What follows belongs to an exercise in optimizing a design on an open flow for small area; a production flow would make more cautious choices. Only simulation tests tie the RTL to the original design; equivalence was not proved. The flow treats the clock pin as an ideal source, which a real chip does not have. Power and IR drop assume default switching activity.

==> flow/run.sh <==
#!/bin/bash
# synth_recipe.tcl (not shown) runs the flow's synth.tcl, then flattens the netlist and writes it again
# the make line also repeats each setting of config.mk as NAME=value (left out here)
make -C /OpenROAD-flow-scripts/flow DESIGN_CONFIG=/design/flow/config.mk WORK_HOME=/design/flow/orfs CLKGATE_MAP_FILE= SYNTH_SCRIPT=/design/flow/synth_recipe.tcl finish
==> flow/constraint.sdc <==
create_clock -name core_clock -period 10.0 [get_ports {clk}]
set_input_delay 2.0000 -clock core_clock [delete_from_list [all_inputs] [get_ports {clk}]]
set_output_delay 2.0000 -clock core_clock [all_outputs]
set_load 0.01 [all_outputs]
==> flow/config.mk <==
export PLATFORM = sky130hd
export DESIGN_NAME = MainProgram
export DESIGN_NICKNAME = MainProgram
export VERILOG_FILES = /design/flow/design.v
export SDC_FILE = /design/flow/constraint.sdc
export NUM_CORES = 4
export LEC_CHECK = 0
export ABC_AREA = 1
export CAP_MARGIN = 20
export CORE_MARGIN = 2
export CORE_UTILIZATION = 40
export SLEW_MARGIN = 20
==> flow/design.v <==
module PushBTN(input clk, input rst, input in, output out);
    reg [6:0] q;
    always @(posedge clk) begin
        if (rst) q <= 7'b0;
        else q <= {q[5:0], in};
    end
    assign out = q[3] & q[4] & q[5] & ~q[6];
endmodule
`timescale 1ns / 1ps
module MainProgram(input clk, rst, enable,
input [4:0] buttons_input,
output [0:6] segment,
output [3:0] anodes,
output reg led_mode,
output seg_dec_point,
output [3:0] led,
output sound);
    wire [4:0] btn;
    generate for (genvar i = 0; i < 5; i = i + 1) begin : g_btn
        PushBTN b(clk, rst, buttons_input[i], btn[i]);
    end
    endgenerate
    wire b_mode = btn[0], b_left = btn[1], b_right = btn[2], b_up = btn[3], b_down = btn[4];
    reg [14:0] ctr;
    always @(posedge clk) begin
        if (rst) ctr <= 15'd0;
        else ctr <= ctr + 15'd1;
    end
    wire tick = (ctr == 15'h3fff);
    reg [7:0] sc;
    always @(posedge clk) begin
        if (rst) sc <= 8'd0;
        else if (sc == 8'd163) sc <= 8'd0;
        else sc <= sc + 8'd1;
    end
    wire mux_rise = (sc == 8'd81);
    reg [1:0] sw;
    always @(posedge clk) begin
        if (rst) sw <= 2'd0;
        else if (mux_rise & enable) sw <= sw + 2'd1;
    end
    reg [5:0] sec;
    reg [3:0] mu, hu;
    reg [2:0] mt;
    reg [1:0] ht;
    reg [3:0] lmu, lhu;    
    reg [2:0] lmt;
    reg [1:0] lht;
    reg load_d, load_p;
    wire c_min  = enable & (sec == 6'd59);
    wire c_mt   = c_min & (mu == 4'd9);
    wire c_hr   = c_mt & (mt == 3'd5);
    wire wrap   = c_hr & (hu == 4'd3) & (ht == 2'd2);
    wire c_ht   = c_hr & (hu == 4'd9);
    always @(posedge clk) begin
        if (rst) begin
            sec <= 6'd0; mu <= 4'd0; mt <= 3'd0; hu <= 4'd0; ht <= 2'd0;
        end else if (tick) begin
            if (enable) sec <= (sec == 6'd59) ? 6'd0 : sec + 6'd1;
            if (load_p) begin
                mu <= lmu; mt <= lmt; hu <= lhu; ht <= lht;
            end else begin
                if (c_min) mu <= (mu == 4'd9) ? 4'd0 : mu + 4'd1;
                if (c_mt)  mt <= (mt == 3'd5) ? 3'd0 : mt + 3'd1;
                if (wrap) begin
                    hu <= 4'd0; ht <= 2'd0;
                end else begin
                    if (c_hr) hu <= (hu == 4'd9) ? 4'd0 : hu + 4'd1;
                    if (c_ht) ht <= ht + 2'd1;
                end
            end
        end
    end
    reg current_mode;
    reg init;
    reg [1:0] s;
    always @(posedge clk) begin
        if (rst | b_mode) begin
            init <= 1'b1; s <= 2'd0;
        end else if (init) begin
            init <= 1'b0;
        end else if (b_right) s <= s + 2'd1;
        else if (b_left) s <= s - 2'd1;
    end
    reg [3:0] tmu, thu, amu, ahu, Amu, Ahu;
    reg [2:0] tmt, amt, Amt;
    reg [1:0] tht, aht, Aht;
    wire grp = s[1];                  
    wire [3:0] smu = grp ? amu : tmu;
    wire [2:0] smt = grp ? amt : tmt;
    wire [3:0] shu = grp ? ahu : thu;
    wire [1:0] sht = grp ? aht : tht;
    wire up = b_up & ~init;
    wire dn = b_down & ~init;
    reg [3:0] nmu; reg [2:0] nmt;
    always @(*) begin
        nmu = smu; nmt = smt;
        if (up & smu == 4'd9 & smt == 3'd5) begin nmu = 4'd0; nmt = 3'd0; end
        else if (dn & smu == 4'd0 & smt == 3'd0) begin nmu = 4'd9; nmt = 3'd5; end
        else if (up) begin
            if (smu == 4'd9) begin nmu = 4'd0; nmt = smt + 3'd1; end
            else nmu = smu + 4'd1;
        end else if (dn) begin
            if (smu == 4'd0) begin nmu = 4'd9; nmt = smt - 3'd1; end
            else nmu = smu - 4'd1;
        end
    end
    reg [3:0] nhu; reg [1:0] nht;
    always @(*) begin
        nhu = shu; nht = sht;
        if (up & shu == 4'd3 & sht == 2'd2) begin nhu = 4'd0; nht = 2'd0; end
        else if (dn & shu == 4'd0 & sht == 2'd0) begin nhu = 4'd3; nht = 2'd2; end
        else if (up) begin
            if (shu == 4'd9) begin nhu = 4'd0; nht = sht + 2'd1; end
            else nhu = shu + 4'd1;
        end else if (dn) begin
            if (shu == 4'd0) begin nhu = 4'd9; nht = sht - 2'd1; end
            else nhu = shu - 4'd1;
        end
    end
    always @(posedge clk) begin
        if (rst) begin
            tmu <= 0; tmt <= 0; thu <= 0; tht <= 0;
            amu <= 0; amt <= 0; ahu <= 0; aht <= 0;
        end else if (init) begin
            tmu <= mu; tmt <= mt; thu <= hu; tht <= ht;
            amu <= Amu; amt <= Amt; ahu <= Ahu; aht <= Aht;
        end else begin
            case (s)
                2'd0: begin thu <= nhu; tht <= nht; end
                2'd1: begin tmu <= nmu; tmt <= nmt; end
                2'd2: begin ahu <= nhu; aht <= nht; end
                2'd3: begin amu <= nmu; amt <= nmt; end
            endcase
        end
    end
    wire time_changed = {tmu, tmt, thu, tht} != {mu, mt, hu, ht};
    wire leave = b_mode & current_mode;
    wire ld = leave & time_changed;
    always @(posedge clk) begin
        if (rst) begin
            current_mode <= 1'b0;
            Amu <= 0; Amt <= 0; Ahu <= 0; Aht <= 0;
        end else begin
            if (b_mode) current_mode <= ~current_mode;
            if (leave) begin
                Amu <= amu; Amt <= amt; Ahu <= ahu; Aht <= aht;
            end
        end
    end
    always @(posedge clk) begin
        if (ld) begin
            lmu <= tmu; lmt <= tmt; lhu <= thu; lht <= tht;
        end
    end
    always @(posedge clk) begin
        if (rst) begin
            load_d <= 1'b0; load_p <= 1'b0;
        end else begin
            load_d <= ld;
            if (load_d) load_p <= 1'b1;
            else if (tick) load_p <= 1'b0;
        end
    end
    reg alarm_flag;
    wire at_alarm = {mu, mt, hu, ht} == {Amu, Amt, Ahu, Aht};
    always @(posedge clk) begin
        if (rst) alarm_flag <= 1'b0;
        else if (btn != 5'd0) alarm_flag <= 1'b0;
        else if (~current_mode & at_alarm & sec == 6'd0) alarm_flag <= 1'b1;
        else if (current_mode) alarm_flag <= 1'b0;
    end
    always @(posedge clk) begin
        if (rst) led_mode <= 1'b0;
        else if (tick) led_mode <= alarm_flag ? ~led_mode : current_mode;
    end
    reg [5:0] bc;
    reg snd;
    always @(posedge clk) begin
        if (rst) bc <= 6'd0;
        else if (bc == 6'd0) bc <= ctr[11] ? 6'd36 : 6'd17;
        else bc <= bc - 6'd1;
    end
    always @(posedge clk) begin
        if (rst) snd <= 1'b0;
        else if (~(alarm_flag & led_mode)) snd <= 1'b0;
        else if (bc == 6'd0) snd <= ~snd;
    end
    assign sound = snd;
    reg [3:0] numbers;
    reg [3:0] dig;
    always @(*) begin
        if (current_mode)
            case (sw)
                2'd0: dig = smu;
                2'd1: dig = {1'b0, smt};
                2'd2: dig = shu;
                default: dig = {2'b00, sht};
            endcase
        else
            case (sw)
                2'd0: dig = mu;
                2'd1: dig = {1'b0, mt};
                2'd2: dig = hu;
                default: dig = {2'b00, ht};
            endcase
    end
    always @(posedge clk) numbers <= dig;
    reg [0:6] seg;
    always @(*) begin
        case (numbers)
            4'd0: seg = 7'b0000001;
            4'd1: seg = 7'b1001111;
            4'd2: seg = 7'b0010010;
            4'd3: seg = 7'b0000110;
            4'd4: seg = 7'b1001100;
            4'd5: seg = 7'b0100100;
            4'd6: seg = 7'b0100000;
            4'd7: seg = 7'b0001111;
            4'd8: seg = 7'b0000000;
            4'd9: seg = 7'b0000100;
            default: seg = 7'b0000001;
        endcase
    end
    assign segment = seg;
    assign anodes = ~enable ? 4'b1111 : ~(4'b0001 << sw);
    assign seg_dec_point = ~enable | (sw != 2'd2) | current_mode | ctr[14];
    assign led = (current_mode & ~init) ? (4'b1000 >> s) : 4'b0000;
endmodule
==> results by group, run 1 <==
Status
  • Outcome: timing/DRC/antenna clean

STA
  • F_max: 0.184 GHz
  • Clk_skew: 0.0116 ns
  • Fin crit share: 54.2%
  • Pins over their slew limit: 0
  • RSZ-0062 raised after global routing: false
  • Slew margin rel.: 34.7%
  • Slew @ Worst Pin: 0.980 ns
  • Setup TNS: 0 ns
  • Final min period: 5.42 ns
  • Final hold violation count: 0
  • Final setup fails: 0

Setup path
  • Critical Path Start Type: input pin
  • Max incr delay on CP: 0.70 ns
  • CP top delay family: buffers and inverters
  • Setup crit end kind: output pin
  • R2R depth: 9
  • Cell at the slowest stage of the critical path: clkdlybuf4s50_1
  • Crit path buffers/inverters: 2
  • CP Depth: 3
  • Crit path DAT: 3.42 ns
  • WP data required: 8.00 ns
  • Crit path max fanout: 7
  • Most used cell, CP: clkdlybuf4s50_1
  • WS Path Type: in2out
  • Crit-path cells: clkdlybuf4s50_1 > nand4_1 > clkdlybuf4s50_1

Die
  • Die ar.: 0.0206 mm²
  • Horiz. Die Dim: 144 µm
  • Num ports: 26
  • Core Box Area: 0.0193 mm²
  • Initial Util: 40.5%
  • Die height: 144 µm
  • Row count: 51

Drt
  • Via/cell ratio: 5.08
  • ANT nets after route: 0
  • Wirelength per Cell: 14.5 µm
  • Vias after detailed routing: 6,843
  • Total Wirelength: 19,500 µm
  • Drt first pass iters: 5
  • Detailed router's first-iteration violation count: 506
  • Residual DRC: 0

Power
  • Leakage: 3.55 nW
  • Peak supply drop: 106 µV
  • Pwr dens: 153 mW/mm²

GRT
  • First-pass GRT wire length: 32,000 µm
  • Initial antenna violation count: 0
  • Total Routing Usage GR: 19.8%
  • Number of global-route vias before repair: 6,258
  • GRT overflow: 0
  • Largest net degree at the start of global routing: 89

Logic synthesis
  • Synth warn: 2
  • Post-synthesis cell count: 1,057
  • Area of the mapped netlist: 0.00780 mm²
  • Mean Syn Cell Area: 7.38 µm²
  • FFs w/ async S/R, synth: 0%
  • Yosys cell types: 50
  • Syn Nets: 1,096
  • Area leader, netlist: dfxtp_1
  • Top cell type's share of synthesized area: 35.9%
  • Synth top cells by count: nand2_1 (175), inv_1 (146), dfxtp_1 (140), nor2_1 (123), a21oi_1 (83)
  • Top cells by area, synth: dfxtp_1 (36%), nand2_1 (8.4%), inv_1 (7.0%)
  • Post-synth EDFFs: 13
  • Register area share after synthesis: 40.9%
  • Primary FF master, synth: dfxtp_1
  • Most common cell in the netlist: nand2_1
  • #FFs+latches synth: 153

Cells and area
  • FF/Latch Area: 0.00319 mm²
  • Synth-to-layout area growth: 13.0%
  • Fin area: 0.00882 mm²
  • Fin nets: 1,109
  • Share of layout cells above drive strength 1: 8.31%
  • Fill count: 2,018
  • Multi-input logic area: 0.00386 mm²
  • Ant. Diodes: 0

Placement
  • # port buffers: 25
  • Post-DP HPWL: 13,800 µm
  • RD Place Congestion: 0.914
  • Post-Place Cell Area: 0.00824 mm²

Job
  • Max Cap Viol: 0

CTS
  • CTS buffer count: 17
  • Clock transition at the registers of the reported paths: 0.07 ns
  • Clk buf depth: 2
  • Worst-Skew Late Latency: 0.43 ns
  • Clock sinks: 153
  • H-tree levels: 4
  • CTS tree: done
  • Root Buffer: clkbuf_16
  • Setup bufs post-CTS: 0
  • PostCTS Resize Cnt: 0
  • CTS Hold Buffers Added: 0

Hold path
  • Hold depth: 2
  • Worst hold path type: reg2reg
-- power by group --
group	internal, W	switching [W]
Sequential	0.000632	0.00000860
Combinational	0.0000280	0.0000481
Clock	0.000334	0.000299
-- cell usage in the layout (no fill, tap or decap), drive strengths merged, types with 18 or more instances in the layout --
cell type and instances:
dfxtp 140, a22oi 27, o21ai 68, clkbuf 18, clkdlybuf4s50 24, nand2 185
ha 31, nand4 20, inv 161, nor2 134, nand3 80, a21oi 84
-- final cells by class --
class                      instances  area share [%]
multi-input combinational        714            43.7
sequential                       153            36.2
inverter                         156            6.64
clock buffer                      18            4.87
tap                              265            3.76
timing repair buffer              28            3.06
clock inverter                    14            1.73
-- routing by layer --
| metal | global-route usage [%] | share of wire (%) |
|---|---|---|
| met5 | 0 | 0 |
| met1 | 27.2 | 48 |
| met4 | 6.60 | 1.8 |
| met3 | 4.47 | 5.1 |
| met2 | 30.9 | 45 |
-- metrics by stage --
step | setup WS (ns) | hold slack (ns) | total power, W | std cells | util [%]
5_1_grt | 4.54 | 0.427 | 0.00141 | 1348 | 45.8
3_3_place_gp | 4.58 | 0.388 | 0.000730 | 1316 | 42.7
2_1_floorplan | 5.87 | 0.388 | 0.000713 | 1057 | -
6_report | 4.58 | 0.403 | 0.00135 | 1348 | 45.8
3_5_place_dp | 4.56 | 0.395 | 0.000731 | 1316 | 42.7
4_1_cts | 4.56 | 0.405 | 0.00136 | 1348 | 45.8
-- tightest hold or removal path, cell delays in order (launching register included) --
cell	delay, ns
dfxtp_1	0.30
inv_1	0.04
nor2_1	0.03
-- path summary, 6_finish.rpt --
path	from	end	slack [ns]
max	enable	seg_dec_point	4.58
min	g_btn[0].b.q[1]	g_btn[0].b.q[2]	0.40
max reg2reg	init	amu[0]	7.28
min reg2reg	g_btn[0].b.q[1]	g_btn[0].b.q[2]	0.40
-- kinds of logic after synthesis --
kind of cell,Yosys count,synth area share (%)
AOI/OAI and AO/OA,208,15.6
buffers and inverters,190,9.64
DFF,153,40.9
adders and majority gates,31,4.97
and+or+nand+nor,452,26.3
xor gates and xnor gates,23,2.58
-- flip-flops by register name, summed over array words and instances, names as in the netlist, 3 cells and up --
name / cells
amt: 3
amu: 4
mu: 4
segment: 7
Ahu: 4
mt: 3
ahu: 4
tmu: 4
Amt: 3
hu: 4
lhu: 4
tmt: 3
sc: 8
Amu: 4
lmt: 3
lmu: 4
thu: 4
g_btn.b.q: 35
bc: 6
ctr: 15
sec: 6
==> run 2: changes to the inputs <==
--- a/flow/design.v
+++ b/flow/design.v
@@ -82,14 +82,14 @@
         end else if (b_right) s <= s + 2'd1;
         else if (b_left) s <= s - 2'd1;
     end
-    reg [3:0] tmu, thu, amu, ahu, Amu, Ahu;
-    reg [2:0] tmt, amt, Amt;
-    reg [1:0] tht, aht, Aht;
+    reg [3:0] tmu, thu, Amu, Ahu;
+    reg [2:0] tmt, Amt;
+    reg [1:0] tht, Aht;
     wire grp = s[1];                  
-    wire [3:0] smu = grp ? amu : tmu;
-    wire [2:0] smt = grp ? amt : tmt;
-    wire [3:0] shu = grp ? ahu : thu;
-    wire [1:0] sht = grp ? aht : tht;
+    wire [3:0] smu = grp ? Amu : tmu;
+    wire [2:0] smt = grp ? Amt : tmt;
+    wire [3:0] shu = grp ? Ahu : thu;
+    wire [1:0] sht = grp ? Aht : tht;
     wire up = b_up & ~init;
     wire dn = b_down & ~init;
     reg [3:0] nmu; reg [2:0] nmt;
@@ -121,17 +121,22 @@
     always @(posedge clk) begin
         if (rst) begin
             tmu <= 0; tmt <= 0; thu <= 0; tht <= 0;
-            amu <= 0; amt <= 0; ahu <= 0; aht <= 0;
         end else if (init) begin
             tmu <= mu; tmt <= mt; thu <= hu; tht <= ht;
-            amu <= Amu; amt <= Amt; ahu <= Ahu; aht <= Aht;
-        end else begin
-            case (s)
-                2'd0: begin thu <= nhu; tht <= nht; end
-                2'd1: begin tmu <= nmu; tmt <= nmt; end
-                2'd2: begin ahu <= nhu; aht <= nht; end
-                2'd3: begin amu <= nmu; amt <= nmt; end
-            endcase
+        end else if (s == 2'd0) begin
+            thu <= nhu; tht <= nht;
+        end else if (s == 2'd1) begin
+            tmu <= nmu; tmt <= nmt;
+        end
+    end
+    wire alarm_edit = current_mode & ~b_mode;
+    always @(posedge clk) begin
+        if (rst) begin
+            Amu <= 0; Amt <= 0; Ahu <= 0; Aht <= 0;
+        end else if (alarm_edit & s == 2'd2) begin
+            Ahu <= nhu; Aht <= nht;
+        end else if (alarm_edit & s == 2'd3) begin
+            Amu <= nmu; Amt <= nmt;
         end
     end
     wire time_changed = {tmu, tmt, thu, tht} != {mu, mt, hu, ht};
@@ -140,12 +145,8 @@
     always @(posedge clk) begin
         if (rst) begin
             current_mode <= 1'b0;
-            Amu <= 0; Amt <= 0; Ahu <= 0; Aht <= 0;
         end else begin
             if (b_mode) current_mode <= ~current_mode;
-            if (leave) begin
-                Amu <= amu; Amt <= amt; Ahu <= ahu; Aht <= aht;
-            end
         end
     end
     always @(posedge clk) begin
==> run 2 against run 1 <==
Power down 1.9%. Global-route usage down 0.50 points. Non-clock buffer count up 1. Still clean on timing, DRC and antenna. Via count down 4.2%. Sequential share of layout area down 2.4 points. Clock skew down 0.0039 ns. Synthesized cell count down 2.6%. Cell area down 1.7%. Routed wire length down 6.5%. Maximum frequency up 2.8%.
==> results by group, run 2 <==
CTS
  • CTS buffer count: 17 (unchanged)
  • Setup bufs post-CTS: 0 (unchanged)
  • PostCTS Resize Cnt: 0 (unchanged)
  • Clk buf depth: 2 (unchanged)
  • Clock transition at the registers of the reported paths: 0.06 ns (about the same)
  • Worst-Skew Late Latency: 0.43 ns (about the same)
  • CTS tree: done
  • Clock sinks: 140 (-8.5%)
  • H-tree levels: 4 (unchanged)
  • CTS Hold Buffers Added: 0 (unchanged)
  • Root Buffer: clkbuf_16

Hold path
  • WHS Endpoint: g_btn[1].b.q[2]
  • Worst hold path type: reg2reg
  • Hold path startpoint: g_btn[1].b.q[1]
  • Hold depth: 2 (unchanged)

STA
  • Slew margin rel.: 30.7% (-4.0 points)
  • Pins over their slew limit: 0 (unchanged)
  • Final min period: 5.27 ns (-0.148 ns)
  • Fin crit share: 52.7% (-1.5 points)
  • RSZ-0062 raised after global routing: false
  • Slew @ Worst Pin: 1.03 ns (+0.0519 ns)
  • Setup TNS: 0 ns (unchanged)
  • Final setup fails: 0 (unchanged)
  • Hold_ws: 0.400 ns (-0.00323 ns)
  • Clk_skew: 0.00772 ns (-0.00391 ns)
  • F_max: 0.190 GHz (+2.8%)
  • Final hold violation count: 0 (unchanged)

Logic synthesis
  • Synth Area in Compound Gates: 13.8% (-1.8 points)
  • Adder-Cell Fraction of Synth Area: 5.09% (+0.12 points)
  • Syn Nets: 1,068 (-2.6%)
  • Top cells by area, synth: dfxtp_1 (33%), nand2_1 (9.6%), inv_1 (6.8%)
  • Mean Syn Cell Area: 7.41 µm² (+0.40%)
  • Synth top cells by count: nand2_1 (195), inv_1 (138), dfxtp_1 (127), nor2_1 (121), a21oi_1 (67)
  • Yosys cell types: 52 (+4.0%)
  • Post-synthesis cell count: 1,029 (-2.6%)
  • Register area share after synthesis: 38.5% (-2.5 points)
  • Area of the mapped netlist: 0.00762 mm² (-2.3%)
  • Area leader, netlist: dfxtp_1
  • Xor/xnor share of the synthesized area: 2.76% (+0.17 points)
  • Synth Area in Simple Gates: 30.5% (+4.3 points)
  • Synth warn: 2 (unchanged)
  • Post-synthesis mux area share: 0% (unchanged)
  • #FFs+latches synth: 140 (-8.5%)
  • Primary FF master, synth: dfxtp_1
  • Top cell type's share of synthesized area: 33.3% (-2.6 points)
  • Most common cell in the netlist: nand2_1
  • Post-synth EDFFs: 13 (unchanged)
  • Largest family of logic cells by synthesized area: simple AND/OR/NAND/NOR gates
  • FFs w/ async S/R, synth: 0% (unchanged)

Die
  • Horiz. Die Dim: 142 µm (-1.1%)
  • Core Box Area: 0.0187 mm² (-2.9%)
  • Num ports: 26 (unchanged)
  • Die height: 142 µm (-1.1%)
  • Row count: 50 (-2.0%)
  • Die ar.: 0.0202 mm² (-2.2%)
  • Initial Util: 40.8% (+0.28 points)

Cells and area
  • Ant. Diodes: 0 (unchanged)
  • Fin nets: 1,086 (-2.1%)
  • FF/Latch Area: 0.00293 mm² (-8.2%)
  • Top flop regs: g_btn.b.q: 35 flops, ctr: 15 flops, sc: 8 flops
  • Most common cell after layout, fill and taps aside: nand2_1
  • Synth-to-layout area growth: 13.7%
  • Most frequent cells in the layout: nand2_1 (195), inv_1 (138), dfxtp_1 (127), nor2_1 (121), a21oi_1 (67)
  • Max FFs per register: 35 (unchanged)
  • Largest Register: g_btn.b.q
  • Fill count: 1,884 (-6.6%)
  • Share of layout cells above drive strength 1: 11.9% (+3.6 points)
  • Multi-input logic area: 0.00398 mm² (+3.2%)

Drt
  • ANT nets after route: 0 (unchanged)
  • Wirelength per Cell: 14.1 µm (-2.6%)
  • Vias after detailed routing: 6,557 (-4.2%)
  • Via/cell ratio: 5.07 (-0.18%)
  • Drt first pass iters: 5 (unchanged)
  • Detailed router's first-iteration violation count: 410 (-19%)
  • Residual DRC: 0 (unchanged)
  • Total Wirelength: 18,200 µm (-6.5%)

GRT
  • Total Routing Usage GR: 19.3% (-0.50 points)
  • GRT overflow: 0 (unchanged)
  • Number of global-route vias before repair: 6,196 (-0.99%)
  • Initial antenna violation count: 0 (unchanged)
  • First-pass GRT wire length: 31,200 µm (-2.5%)
  • Largest net degree at the start of global routing: 80 (-10%)

Power
  • Internal power: 0.000990 W (-0.42%)
  • Power share of the clock group: 50.4% (+3.5 points)
  • Leakage: 3.56 nW (+0.38%)
  • P_sw: 0.000335 W (-5.8%)
  • Pwr dens: 153 mW/mm² (-0.18%)
  • Sw Share: 25.3% (-1.1 points)
  • Sequential share of power: 44.4% (-3.1 points)
  • Comb power frac: 5.2% (-0.4 points)
  • Peak supply drop: 115 µV (+8.1%)

Setup path
  • R2R depth: 9 (unchanged)
  • Cell at the slowest stage of the critical path: clkdlybuf4s50_1
  • Max incr delay on CP: 0.64 ns (-0.06 ns)
  • Most used cell, CP: clkdlybuf4s50_1
  • Crit-path cells: clkdlybuf4s50_1 > nand4_1 > clkdlybuf4s50_1
  • Critical Path Start Type: input pin
  • Crit path DAT: 3.27 ns (-0.15 ns)
  • Reg2reg end: tmu[3]
  • CP top delay family: buffers and inverters
  • Crit path buffers/inverters: 2 (unchanged)
  • Flop2flop setup slack: 7.27 ns (about the same)
  • WS Path Type: in2out
  • WP data required: 8.00 ns (about the same)
  • Reg2Reg Launch Point: init
  • Setup crit end kind: output pin
  • Crit path max fanout: 9 (+2)

Status
  • Outcome: timing/DRC/antenna clean

Placement
  • Post-DP HPWL: 13,300 µm (-3.8%)
  • # port buffers: 25 (unchanged)
  • RD Place Congestion: 0.888 (-2.8%)

Job
  • Max Cap Viol: 0 (unchanged)
[run 2: cell count changes after synthesis, sizes merged, moves of 4 or more]
cell,before,now
a22oi,27,5
a21oi,84,72
xor2,10,16
nor3,13,19
o22ai,7,14
xnor2,13,8
nand4,20,15
inv,153,149
nand3,80,76
o21ai,68,56
nand2,185,222
buf,17,11
dfxtp,140,127
[run 2: kinds of logic (layout without fill, tap and decap cells)]
group / after synthesis / after routing
xor gates and xnor gates: 24 / 24
buffers and inverters: 179 / 210
DFF: 140 / 140
adders and majority gates: 31 / 31
and+or+nand+nor: 480 / 480
AOI/OAI and AO/OA: 175 / 175
[run 2: layout make-up]
cell class | instances | share of cell area [%]
tap | 234 | 3.38
clock inverter | 15 | 2.27
multi-input combinational | 710 | 45.9
timing repair buffer | 29 | 3.17
sequential | 140 | 33.8
inverter | 149 | 6.54
clock buffer | 17 | 4.91
[run 2: how the worst max path moves through the flow]
stage | end | slack [ns] | cells past startpoint | from
after floorplan | seg_dec_point | 5.59 | 2 | enable
after global placement | seg_dec_point | 4.75 | 3 | enable
after detailed placement | seg_dec_point | 4.71 | 3 | enable
after CTS | seg_dec_point | 4.71 | 3 | enable
after global routing | seg_dec_point | 4.64 | 3 | enable
final | seg_dec_point | 4.73 | 3 | enable
[run 2: power by group through the flow]
stage                     Sequential (W)  Clock, W  Combinational [W]
after detailed placement        0.000601         0          0.0000702
after CTS                       0.000588  0.000681          0.0000704
after global placement          0.000600         0          0.0000689
after global routing            0.000590  0.000705          0.0000829
after floorplan                 0.000598         0          0.0000565
final                           0.000588  0.000667          0.0000692
[run 2: tightest hold or removal path: cells and delay by family, from the launching register on]
family                 cells  cell delay [ns]
buffers and inverters      1             0.04
flip-flops                 1             0.30
AND/OR/NAND/NOR            1             0.03
[run 2: routing by layer]
layer,vias up,share of wire [%],track usage (%)
met2,141,46,30.8
met1,3025,47,26.3
li1,3372,-,-
met4,0,1.5,6.26
met5,-,0,0
met3,19,4.9,3.77
[run 2: through the flow]
step	total power (W)	instance area [µm²]	cells	utilization, %	worst slack [ns]
2_1_floorplan	0.000655	7620	1029	-	5.59
3_3_place_gp	0.000669	8050	1262	43.0	4.75
3_5_place_dp	0.000671	8050	1262	43.0	4.71
4_1_cts	0.00134	8670	1294	46.4	4.71
5_1_grt	0.00138	8670	1294	46.4	4.64
6_report	0.00132	8670	1294	46.4	4.73
==> run 3: changes to the inputs <==
--- a/flow/design.v
+++ b/flow/design.v
@@ -1,10 +1,7 @@
-module PushBTN(input clk, input rst, input in, output out);
+module PushBTN(input clk, input in, input v5, input v6, output out);
     reg [6:0] q;
-    always @(posedge clk) begin
-        if (rst) q <= 7'b0;
-        else q <= {q[5:0], in};
-    end
-    assign out = q[3] & q[4] & q[5] & ~q[6];
+    always @(posedge clk) q <= {q[5:0], in};
+    assign out = q[3] & q[4] & q[5] & v5 & ~(q[6] & v6);
 endmodule
 `timescale 1ns / 1ps
 module MainProgram(input clk, rst, enable,
@@ -16,8 +13,9 @@
 output [3:0] led,
 output sound);
     wire [4:0] btn;
+    wire v5, v6;
     generate for (genvar i = 0; i < 5; i = i + 1) begin : g_btn
-        PushBTN b(clk, rst, buttons_input[i], btn[i]);
+        PushBTN b(clk, buttons_input[i], v5, v6, btn[i]);
     end
     endgenerate
     wire b_mode = btn[0], b_left = btn[1], b_right = btn[2], b_up = btn[3], b_down = btn[4];
@@ -27,6 +25,13 @@
         else ctr <= ctr + 15'd1;
     end
     wire tick = (ctr == 15'h3fff);
+    reg rdy;
+    always @(posedge clk) begin
+        if (rst) rdy <= 1'b0;
+        else if (ctr[3]) rdy <= 1'b1;
+    end
+    assign v5 = rdy | ctr[3] | (ctr[2] & ctr[1]);
+    assign v6 = rdy | ctr[3] | (ctr[2] & ctr[1] & ctr[0]);
     reg [7:0] sc;
     always @(posedge clk) begin
         if (rst) sc <= 8'd0;
==> flow/flow/run.sh (new file) <==
#!/bin/bash
set -euo pipefail
here=$(pwd)
export BUFFER_PORTS_ARGS="-buffer_cell sky130_fd_sc_hd__buf_1"
export CTS_ARGS="-sink_clustering_enable -repair_clock_nets -buf_list sky130_fd_sc_hd__clkbuf_4 -dont_use_dummy_load"
export POST_CTS_TCL="$here/flow/post_cts.tcl"
bash standard.sh finish > "$here/make.log" 2>&1
==> flow/flow/post_cts.tcl (new file) <==
# Upsize clock buffers (clkbuf_2 -> clkbuf_4 -> clkbuf_8) whose sinks see a
# slew above lim, then legalize the placement again.
proc fix_clk_slew {lim} {
  estimate_parasitics -placement
  set changed 0
  foreach i [get_cells -hierarchical clkbuf_*] {
    set o [get_pins -of_objects $i -filter "direction==output"]
    set n [get_nets -of_objects $o]
    set mx 0
    foreach p [get_pins -of_objects $n -filter "direction==input"] {
      foreach rf {rise fall} {
        set s [get_property -object_type pin $p slew_max_$rf]
        if {$s > $mx} { set mx $s }
      }
    }
    if {$mx > $lim} {
      set r [get_property $i ref_name]
      set nr ""
      if {$r == "sky130_fd_sc_hd__clkbuf_2"} { set nr sky130_fd_sc_hd__clkbuf_4 }
      if {$r == "sky130_fd_sc_hd__clkbuf_4"} { set nr sky130_fd_sc_hd__clkbuf_8 }
      if {$nr != ""} {
        puts "fix_clk_slew: [get_full_name $i] $r -> $nr (slew $mx)"
        replace_cell $i $nr
        incr changed
      }
    }
  }
  return $changed
}
for {set k 0} {$k < 3} {incr k} {
  if {[fix_clk_slew 0.105] == 0} { break }
}
detailed_placement
check_placement -verbose
estimate_parasitics -placement
==> flow/standard.sh (new file) <==
#!/bin/bash
# synth_recipe.tcl (not shown) runs the flow's synth.tcl, then flattens the netlist and writes it again
# the make line also repeats each setting of config.mk as NAME=value (left out here)
make -C /OpenROAD-flow-scripts/flow DESIGN_CONFIG=/design/flow/config.mk WORK_HOME=/design/flow/orfs CLKGATE_MAP_FILE= SYNTH_SCRIPT=/design/flow/synth_recipe.tcl "${@:-finish}"
--- a/flow/config.mk
+++ b/flow/config.mk
@@ -5,7 +5,6 @@
 export SDC_FILE = /design/flow/constraint.sdc
 export NUM_CORES = 4
 export LEC_CHECK = 0
-export ABC_AREA = 1
 export CAP_MARGIN = 20
 export CORE_MARGIN = 2
 export CORE_UTILIZATION = 40
removed: flow/run.sh
==> run 3 against run 2 <==
Non-clock buffer count increased by 3. Die area fell by 4.4%. First-iteration DRC count is 81% higher. Synthesized area shrank 4.5%. Via count is 11% lower. Final cell count down 20%. Largest cell class unchanged. Highest routed layer unchanged.
==> results by group, run 3 <==
Cells and area
  • Fin nets: 844 (-22%)
  • Fin area: 0.00762 mm² (-12%)
  • Fill count: 1,800 (-4.5%)
  • Most frequent cells in the layout: dfxtp_1 (128), nor2_1 (76), nand2_1 (53), a21oi_1 (50), xnor2_1 (35)
  • Most common cell after layout, fill and taps aside: dfxtp_1
  • Post-layout util: 42.6% (-3.8 points)
  • Share of layout cells above drive strength 1: 7.60% (-4.3 points)
  • Ant. Diodes: 0 (unchanged)
  • Synth-to-layout area growth: 4.67%
  • Largest Register: g_btn.b.q
  • Top flop regs: g_btn.b.q: 35 flops, ctr: 15 flops, sc: 8 flops
  • Max FFs per register: 35 (unchanged)

GRT
  • Largest net degree at the start of global routing: 67 (-16%)
  • Initial antenna violation count: 0 (unchanged)
  • First-pass GRT wire length: 28,500 µm (-8.5%)
  • GRT overflow: 0 (unchanged)
  • Number of global-route vias before repair: 5,389 (-13%)
  • Total Routing Usage GR: 18.4% (-0.91 points)

Placement
  • # port buffers: 25 (unchanged)
  • RD Place Congestion: 0.899 (+1.2%)
  • Post-DP HPWL: 12,600 µm (-5.6%)
  • Post-Place Cell Area: 0.00745 mm² (-7.4%)

Die
  • Die ar.: 0.0193 mm² (-4.4%)
  • Row count: 49 (-2.0%)
  • Num ports: 26 (unchanged)
  • Initial Util: 40.7% (-0.086 points)
  • Horiz. Die Dim: 139 µm (-2.2%)
  • Core Box Area: 0.0179 mm² (-4.3%)
  • Die height: 139 µm (-2.2%)

Drt
  • Wirelength per Cell: 17.2 µm (+22%)
  • Vias after detailed routing: 5,847 (-11%)
  • ANT nets after route: 0 (unchanged)
  • Residual DRC: 0 (unchanged)
  • Drt first pass iters: 6 (+1)
  • Total Wirelength: 17,800 µm (-2.4%)
  • Detailed router's first-iteration violation count: 742 (+81%)
  • Via/cell ratio: 5.67 (+12%)

Power
  • P_sw: 0.000256 W (-24%)
  • Total power: 0.00100 W (-25%)
  • Sequential share of power: 61.1% (+17 points)
  • Sw Share: 25.6% (+0.29 points)
  • Pwr dens: 131 mW/mm² (-14%)
  • Leakage: 2.76 nW (-22%)
  • Internal power: 0.000744 W (-25%)
  • Comb power frac: 10.2% (+5.0 points)
  • Power share of the clock group: 28.6% (-22 points)
  • Peak supply drop: 112 µV (-2.6%)

STA
  • RSZ-0062 raised after global routing: false
  • Setup TNS: 0 ns (unchanged)
  • Final min period: 4.95 ns (-0.319 ns)
  • Clk_skew: 0.0323 ns (+0.0246 ns)
  • Fin crit share: 49.5% (-3.2 points)
  • Slew @ Worst Pin: 0.949 ns (-0.0821 ns)
  • F_max: 0.202 GHz (+6.4%)
  • Final hold violation count: 0 (unchanged)
  • Final setup fails: 0 (unchanged)
  • Slew margin rel.: 36.6% (+5.9 points)
  • Pins over their slew limit: 0 (unchanged)

Logic synthesis
  • Area of the mapped netlist: 0.00728 mm² (-4.5%)
  • Yosys cell types: 84 (+62%)
  • Post-synthesis cell count: 800 (-22%)
  • Synth top cells by count: dfxtp_1 (128), nor2_1 (76), nand2_1 (53), a21oi_1 (50), xnor2_1 (35)
  • Syn Nets: 839 (-21%)
  • Primary FF master, synth: dfxtp_1
  • #FFs+latches synth: 141 (+0.71%)
  • Top cells by area, synth: dfxtp_1 (35%), edfxtp_1 (5.4%), ha_1 (5.3%)
  • Register area share after synthesis: 40.5% (+2.1 points)
  • Top cell type's share of synthesized area: 35.2% (+1.8 points)
  • Mean Syn Cell Area: 9.10 µm² (+23%)
  • Synth warn: 2 (unchanged)
  • Most common cell in the netlist: dfxtp_1
  • FFs w/ async S/R, synth: 0% (unchanged)
  • Post-synth EDFFs: 13 (unchanged)
  • Area leader, netlist: dfxtp_1

CTS
  • Worst-Skew Late Latency: 0.43 ns (about the same)
  • Clock transition at the registers of the reported paths: 0.09 ns (+0.03 ns)
  • CTS tree: done
  • Clock sinks: 141 (+0.71%)

Hold path
  • Worst hold path type: reg2reg

Setup path
  • Critical Path Start Type: input pin
  • Crit path max fanout: 11 (+2)
  • WS Path Type: in2out
  • Crit path DAT: 2.95 ns (-0.32 ns)
  • WP data required: 8.00 ns (about the same)
  • Setup crit end kind: output pin

Status
  • Outcome: timing/DRC/antenna clean

Job
  • Max Cap Viol: 0 (unchanged)
-- run 3: final timing paths --
| kind | from | to | slack [ns] | cells past startpoint |
|---|---|---|---|---|
| worst min-delay path | g_btn[1].b.q[2] | g_btn[1].b.q[3] | 0.31 | 0 |
| worst max register to register | s[1] | tmt[1] | 7.02 | 10 |
| worst max-delay path | enable | seg_dec_point | 5.05 | 4 |
| worst min register to register | g_btn[1].b.q[2] | g_btn[1].b.q[3] | 0.31 | 0 |
-- run 3: layer usage --
metal | global-route usage [%] | share of wire, % | up-vias
met5 | 0 | 0 | -
met4 | 4.94 | 1.4 | 0
met3 | 4.28 | 5.0 | 22
met2 | 29.4 | 46 | 151
met1 | 25.1 | 48 | 2788
li1 | - | - | 2886
-- run 3: worst max-delay path, stage by stage --
cell and delay (ns):
buf_1 0.39, nand2_1 0.11, or3_1 0.32, buf_1 0.13
-- run 3: cell families (layout without fill, tap and decap cells) --
| family | after synthesis | in the layout | share of synthesized area (%) |
|---|---|---|---|
| AOI/OAI and AO/OA | 183 | 183 | 17.2 |
| xor gates and xnor gates | 53 | 53 | 6.37 |
| adders and majority gates | 31 | 31 | 5.33 |
| buffers and inverters | 78 | 81 | 5.38 |
| DFF | 141 | 141 | 40.5 |
| muxes | 31 | 31 | 4.59 |
| and+or+nand+nor | 283 | 283 | 20.5 |
-- run 3: stage by stage --
step	hold WS, ns	setup slack (ns)	cells
2_1_floorplan	0.310	5.22	800
3_3_place_gp	0.312	5.05	1015
3_5_place_dp	0.314	5.05	1015
5_1_grt	0.311	4.92	1032
6_report	0.309	5.05	1032
-- run 3: power groups by stage --
stage / Clock (W) / Sequential (W) / Combinational [W]
floorplan: 0 / 0.000618 / 0.0000857
global placement: 0 / 0.000624 / 0.000101
detailed placement: 0 / 0.000624 / 0.000102
global route: 0.000316 / 0.000615 / 0.000114
finish: 0.000286 / 0.000611 / 0.000102
-- run 3: area by class of cell --
type	instances	area (µm²)	share of cell area [%]
Clock buffer	17	171	2.25
Inverter	32	120	1.58
Multi-Input combinational cell	581	3940	51.7
Sequential cell	141	2950	38.7
Tap cell	229	287	3.76
Timing Repair Buffer	32	148	1.94

afterwards: timing with drivers on the ports:
In the flow no input, the clock included, has a driving cell. The finished layouts below were timed again as built, in two steps.
Step 1, drivers: a clkbuf_16 drives clk and a buf_2 each remaining input, both assumed.
Step 2 times the ports against the registers' clock, not the clock port: input delays grow and output delays shrink by t, the midpoint of the rising clock arrivals with the driver on.
Three values: ideal ports, drivers, drivers and shift; two values: the first two.
run | shift t [ns] | setup WS [ns] | latest minus earliest clock arrival (ns) | worst data-port slew with drivers (ns) | cell pins on the clock port's net
run 1 | 0.477 | 4.579 / 4.557 / 4.557 | 0.012 / 0.012 | 0.04 | 1
run 2 | 0.471 | 4.727 / 4.704 / 4.704 | 0.008 / 0.008 | 0.03 | 1
run 3 | 0.458 | 5.045 / 5.010 / 5.010 | 0.032 / 0.033 | 0.04 | 1
After both steps every run listed still meets setup and hold. The setup slack of run 3, which loses most, moves by -0.035 ns with the drivers and by -0.035 ns with both steps.
